What follows belongs to an exercise in optimizing a design on an open flow for small area, a short achievable clock period and few clock cycles; a production flow would make more cautious choices.
At most, simulation tests tie the RTL to the original design; equivalence was not proved.

== the baseline ==
==> flow/design.v <==
module AtanROM #(parameter DW = 16)(
	input         [3:0]    hi,
	input         [3:0]    lo,
	output        [DW-1:0] AtanValue);
	function [15:0] atan(input integer k);    
		case (k)
			0:  atan = 16'h1dac;  1:  atan = 16'h0fae;
			2:  atan = 16'h07f5;  3:  atan = 16'h03ff;
			4:  atan = 16'h0200;  5:  atan = 16'h0100;
			6:  atan = 16'h0080;  7:  atan = 16'h0040;
			8:  atan = 16'h0020;  9:  atan = 16'h0010;
			10: atan = 16'h0008;  11: atan = 16'h0004;
			12: atan = 16'h0002;  default: atan = 16'h0001;
		endcase
	endfunction
	reg [15:0] v;
	integer h, l;
	always @ (*) begin
		v = 16'h0000;
		for (h = 0; h < 4; h = h + 1)
			for (l = 0; l < 4; l = l + 1)
				if (4*h + l < 14)
					v = v | ({16{hi[h] & lo[l]}} & atan(4*h + l));
	end
	assign AtanValue = v;
endmodule
module Cordic #(parameter DW=16, AW=4)(
	input                  clk, rst, en,
	output                 done,
	input  signed [DW-1:0] z,
	output signed [DW-1:0] x,y);
	reg signed [15:0] X, Y;
	reg        [15:0] Z;
	reg        [3:0]  hz, lz;    
	reg               px, ny;    
	reg               busy, done_r;
	wire        [15:0] AtanValue;
	AtanROM #(.DW(16)) UUT (.hi(hz), .lo(lz), .AtanValue(AtanValue));
	wire        last  = hz[3] & lz[1];           
	wire        step  = busy & ~last;
	always @ (posedge clk, posedge rst)
		if (rst) begin
			busy   <= 1'b0;
			done_r <= 1'b0;
		end else begin
			busy   <= busy ? ~last : en;
			done_r <= busy & last;
		end
	always @ (posedge clk) begin
		lz <= step ? {lz[2:0], lz[3]} : 4'b0001;
		hz <= step ? (lz[3] ? {hz[2:0], hz[3]} : hz) : 4'b0001;
	end
	function [14:0] shr(input [14:0] a, input [3:0] h1, input [3:0] l1);
		reg [14:0] s;
		begin
			s =   ({15{l1[0]}} & a)
			    | ({15{l1[1]}} & {{1{a[14]}}, a[14:1]})
			    | ({15{l1[2]}} & {{2{a[14]}}, a[14:2]})
			    | ({15{l1[3]}} & {{3{a[14]}}, a[14:3]});
			shr = ({15{h1[0]}} & s)
			    | ({15{h1[1]}} & {{4{s[14]}}, s[14:4]})
			    | ({15{h1[2]}} & {{8{s[14]}}, s[14:8]})
			    | ({15{h1[3]}} & {{12{s[14]}}, s[14:12]});
		end
	endfunction
	function [15:0] add16(input [15:0] a, input [15:0] b, input ci);
		reg [15:0] g, p, gg, pp;
		integer i, k;
		begin
			g = a & b;
			p = a ^ b;
			gg = g; pp = p;
			gg[0] = g[0] | (p[0] & ci);
			for (k = 1; k < 16; k = k * 2)
				for (i = 0; i < 16; i = i + 1)
					if (i & k) begin
						gg[i] = gg[i] | (pp[i] & gg[(i & ~(k - 1)) - 1]);
						pp[i] = pp[i] & pp[(i & ~(k - 1)) - 1];
					end
			add16 = p ^ {gg[14:0], ci};
		end
	endfunction
	wire               first = hz[0] & lz[0];       
	wire               pz  = ~Z[15];
	wire        [15:0] yc  = Y ^ {16{px}};
	wire        [15:0] xc  = X ^ {16{ny}};
	wire        [14:0] ysh = shr(yc[15:1], hz, lz);
	wire        [14:0] xsh = shr(xc[15:1], hz, lz);
	wire        [15:0] xi  = add16(X, {ysh[14], ysh}, px);
	wire        [15:0] yi  = add16(Y, {xsh[14], xsh}, ny);
	reg         [15:0] k01;
	always @ (*)
		case ({Z[15], px})
			2'b01:   k01 = 16'h0000 - 16'h3244 - 16'h1dac;
			2'b00:   k01 = 16'h0000 - 16'h3244 + 16'h1dac;
			2'b11:   k01 = 16'h3244 - 16'h1dac;
			default: k01 = 16'h3244 + 16'h1dac;
		endcase
	wire        [15:0] zb  = first ? k01 : AtanValue ^ {16{pz}};
	wire        [15:0] zi  = add16(Z, zb, pz & ~first);
	wire               p1  = z[15] ? (z >= 16'hcdbc) : (z >= 16'h3244);
	wire        [15:0] zn  = busy ? zi : z;
	always @ (posedge clk) begin
		X  <= busy ? xi : 16'h26dd;
		Y  <= busy ? yi : (z[15] ? 16'hd923 : 16'h26dd);
		Z  <= zn;
		px <= busy ? ~zi[15] : p1;
		ny <= busy ? zi[15] : ~p1;
	end
	assign done = done_r;
	assign x = X;
	assign y = Y;
endmodule
clock: 8.0 ns
lec_check: 0
abc_area: 1
cap_margin: 20
core_margin: 2
core_utilization: 40
setup_slack_margin: 5
slew_margin: 20
standard.sh (not shown) runs the stock make flow with config.mk's settings and CLKGATE_MAP_FILE= SYNTH_SCRIPT=/design/flow/synth_recipe.tcl, a recipe that flattens the netlist after the stock synthesis.
==> flow/flow/run.sh <==
#!/bin/bash
# The standard layout with two changes: adders are left to abc as plain
# gates (no full/half adder cells, ADDER_MAP_FILE empty), and the ports are
# buffered by the smallest buffer instead of the delay cell buffer_ports
# picks by default. Synthesis is otherwise the standard one (synth_recipe.tcl:
# no fsm or share pass, flattened, function nets renamed), so the registers
# and their names are the standard synthesis's. The whole output goes to
# flow.log here; each ORFS step also keeps its own log under orfs/logs/.
set -euo pipefail
export ADDER_MAP_FILE=
export BUFFER_PORTS_ARGS="-buffer_cell sky130_fd_sc_hd__buf_1"
bash standard.sh finish > flow.log 2>&1
Testbench counts of the baseline, summed over its fixed seeds: cycles 48,000.
Relative to the baseline, the following input files were edited for the candidate:
--- a/flow/design.v
+++ b/flow/design.v
@@ -31,6 +31,8 @@
 	output signed [DW-1:0] x,y);
 	reg signed [15:0] X, Y;
 	reg        [15:0] Z;
+	reg        [3:0]  hx, lx;    
+	reg        [3:0]  hy, ly;    
 	reg        [3:0]  hz, lz;    
 	reg               px, ny;    
 	reg               busy, done_r;
@@ -47,6 +49,10 @@
 			done_r <= busy & last;
 		end
 	always @ (posedge clk) begin
+		lx <= step ? {lx[2:0], lx[3]} : 4'b0001;
+		hx <= step ? (lx[3] ? {hx[2:0], hx[3]} : hx) : 4'b0001;
+		ly <= step ? {ly[2:0], ly[3]} : 4'b0001;
+		hy <= step ? (ly[3] ? {hy[2:0], hy[3]} : hy) : 4'b0001;
 		lz <= step ? {lz[2:0], lz[3]} : 4'b0001;
 		hz <= step ? (lz[3] ? {hz[2:0], hz[3]} : hz) : 4'b0001;
 	end
@@ -84,8 +90,8 @@
 	wire               pz  = ~Z[15];
 	wire        [15:0] yc  = Y ^ {16{px}};
 	wire        [15:0] xc  = X ^ {16{ny}};
-	wire        [14:0] ysh = shr(yc[15:1], hz, lz);
-	wire        [14:0] xsh = shr(xc[15:1], hz, lz);
+	wire        [14:0] ysh = shr(yc[15:1], hx, lx);
+	wire        [14:0] xsh = shr(xc[15:1], hy, ly);
 	wire        [15:0] xi  = add16(X, {ysh[14], ysh}, px);
 	wire        [15:0] yi  = add16(Y, {xsh[14], xsh}, ny);
 	reg         [15:0] k01;
@@ -98,7 +104,7 @@
 		endcase
 	wire        [15:0] zb  = first ? k01 : AtanValue ^ {16{pz}};
 	wire        [15:0] zi  = add16(Z, zb, pz & ~first);
-	wire               p1  = z[15] ? (z >= 16'hcdbc) : (z >= 16'h3244);
+	wire               p1  = z[15] ? ($signed(z) >= -16'sh3244) : ($signed(z) >= 16'sh3244);
 	wire        [15:0] zn  = busy ? zi : z;
 	always @ (posedge clk) begin
 		X  <= busy ? xi : 16'h26dd;
## What came out
- Global-route wire length before repair deteriorates in the candidate relative to the baseline.
- From the baseline to the candidate the numbers moved as follows: routed wire length went up 2.0%; count of cells resized by post-cts repair has decreased.
- Sequential cell count grows by more than a quarter when moving from the baseline to the candidate.
- In the metrics for the candidate and the baseline, the one carrying the higher proportion of register bits with asynchronous set or reset after synthesis is the baseline.
- On number of vias per cell: the candidate sits below the baseline.
- Relative to the baseline, total area of sequential cells has increased by about 25% in the candidate.
For the candidate, only the layout was checked, not whether the RTL still works.

==> what the ideal ports hide <==
In the flow no input, the clock included, has a driving cell. The finished layouts below were timed again as built, in two steps. Step 1 assumes that a clkbuf_16 drives the clock port and a buf_2 every other input. Step 2 moves the port delays by t, midway between the first and last clock arrival at a register: inputs arrive t later, outputs are due t later. That takes back most of the time a late clock gives input paths. a / b / c = no drivers / after step 1 / after step 2; a / b = the first two.
| run | t, ns | setup slack, ns | worst setup path at the end | clock arrival spread, ns | cell pins on the clock port's net |
|---|---|---|---|---|---|
| the baseline | 0.390 | 5.255 / 5.255 / 5.152 | input to register | 0.007 / 0.007 | 1 |
| the candidate | 0.387 | 5.268 / 5.268 / 5.154 | input to register | 0.007 / 0.007 | 1 |
After both steps setup and hold are still met in every run listed. For the candidate, which loses most, drivers alone change the setup slack by 0.000 ns; drivers and shift together by -0.114 ns.
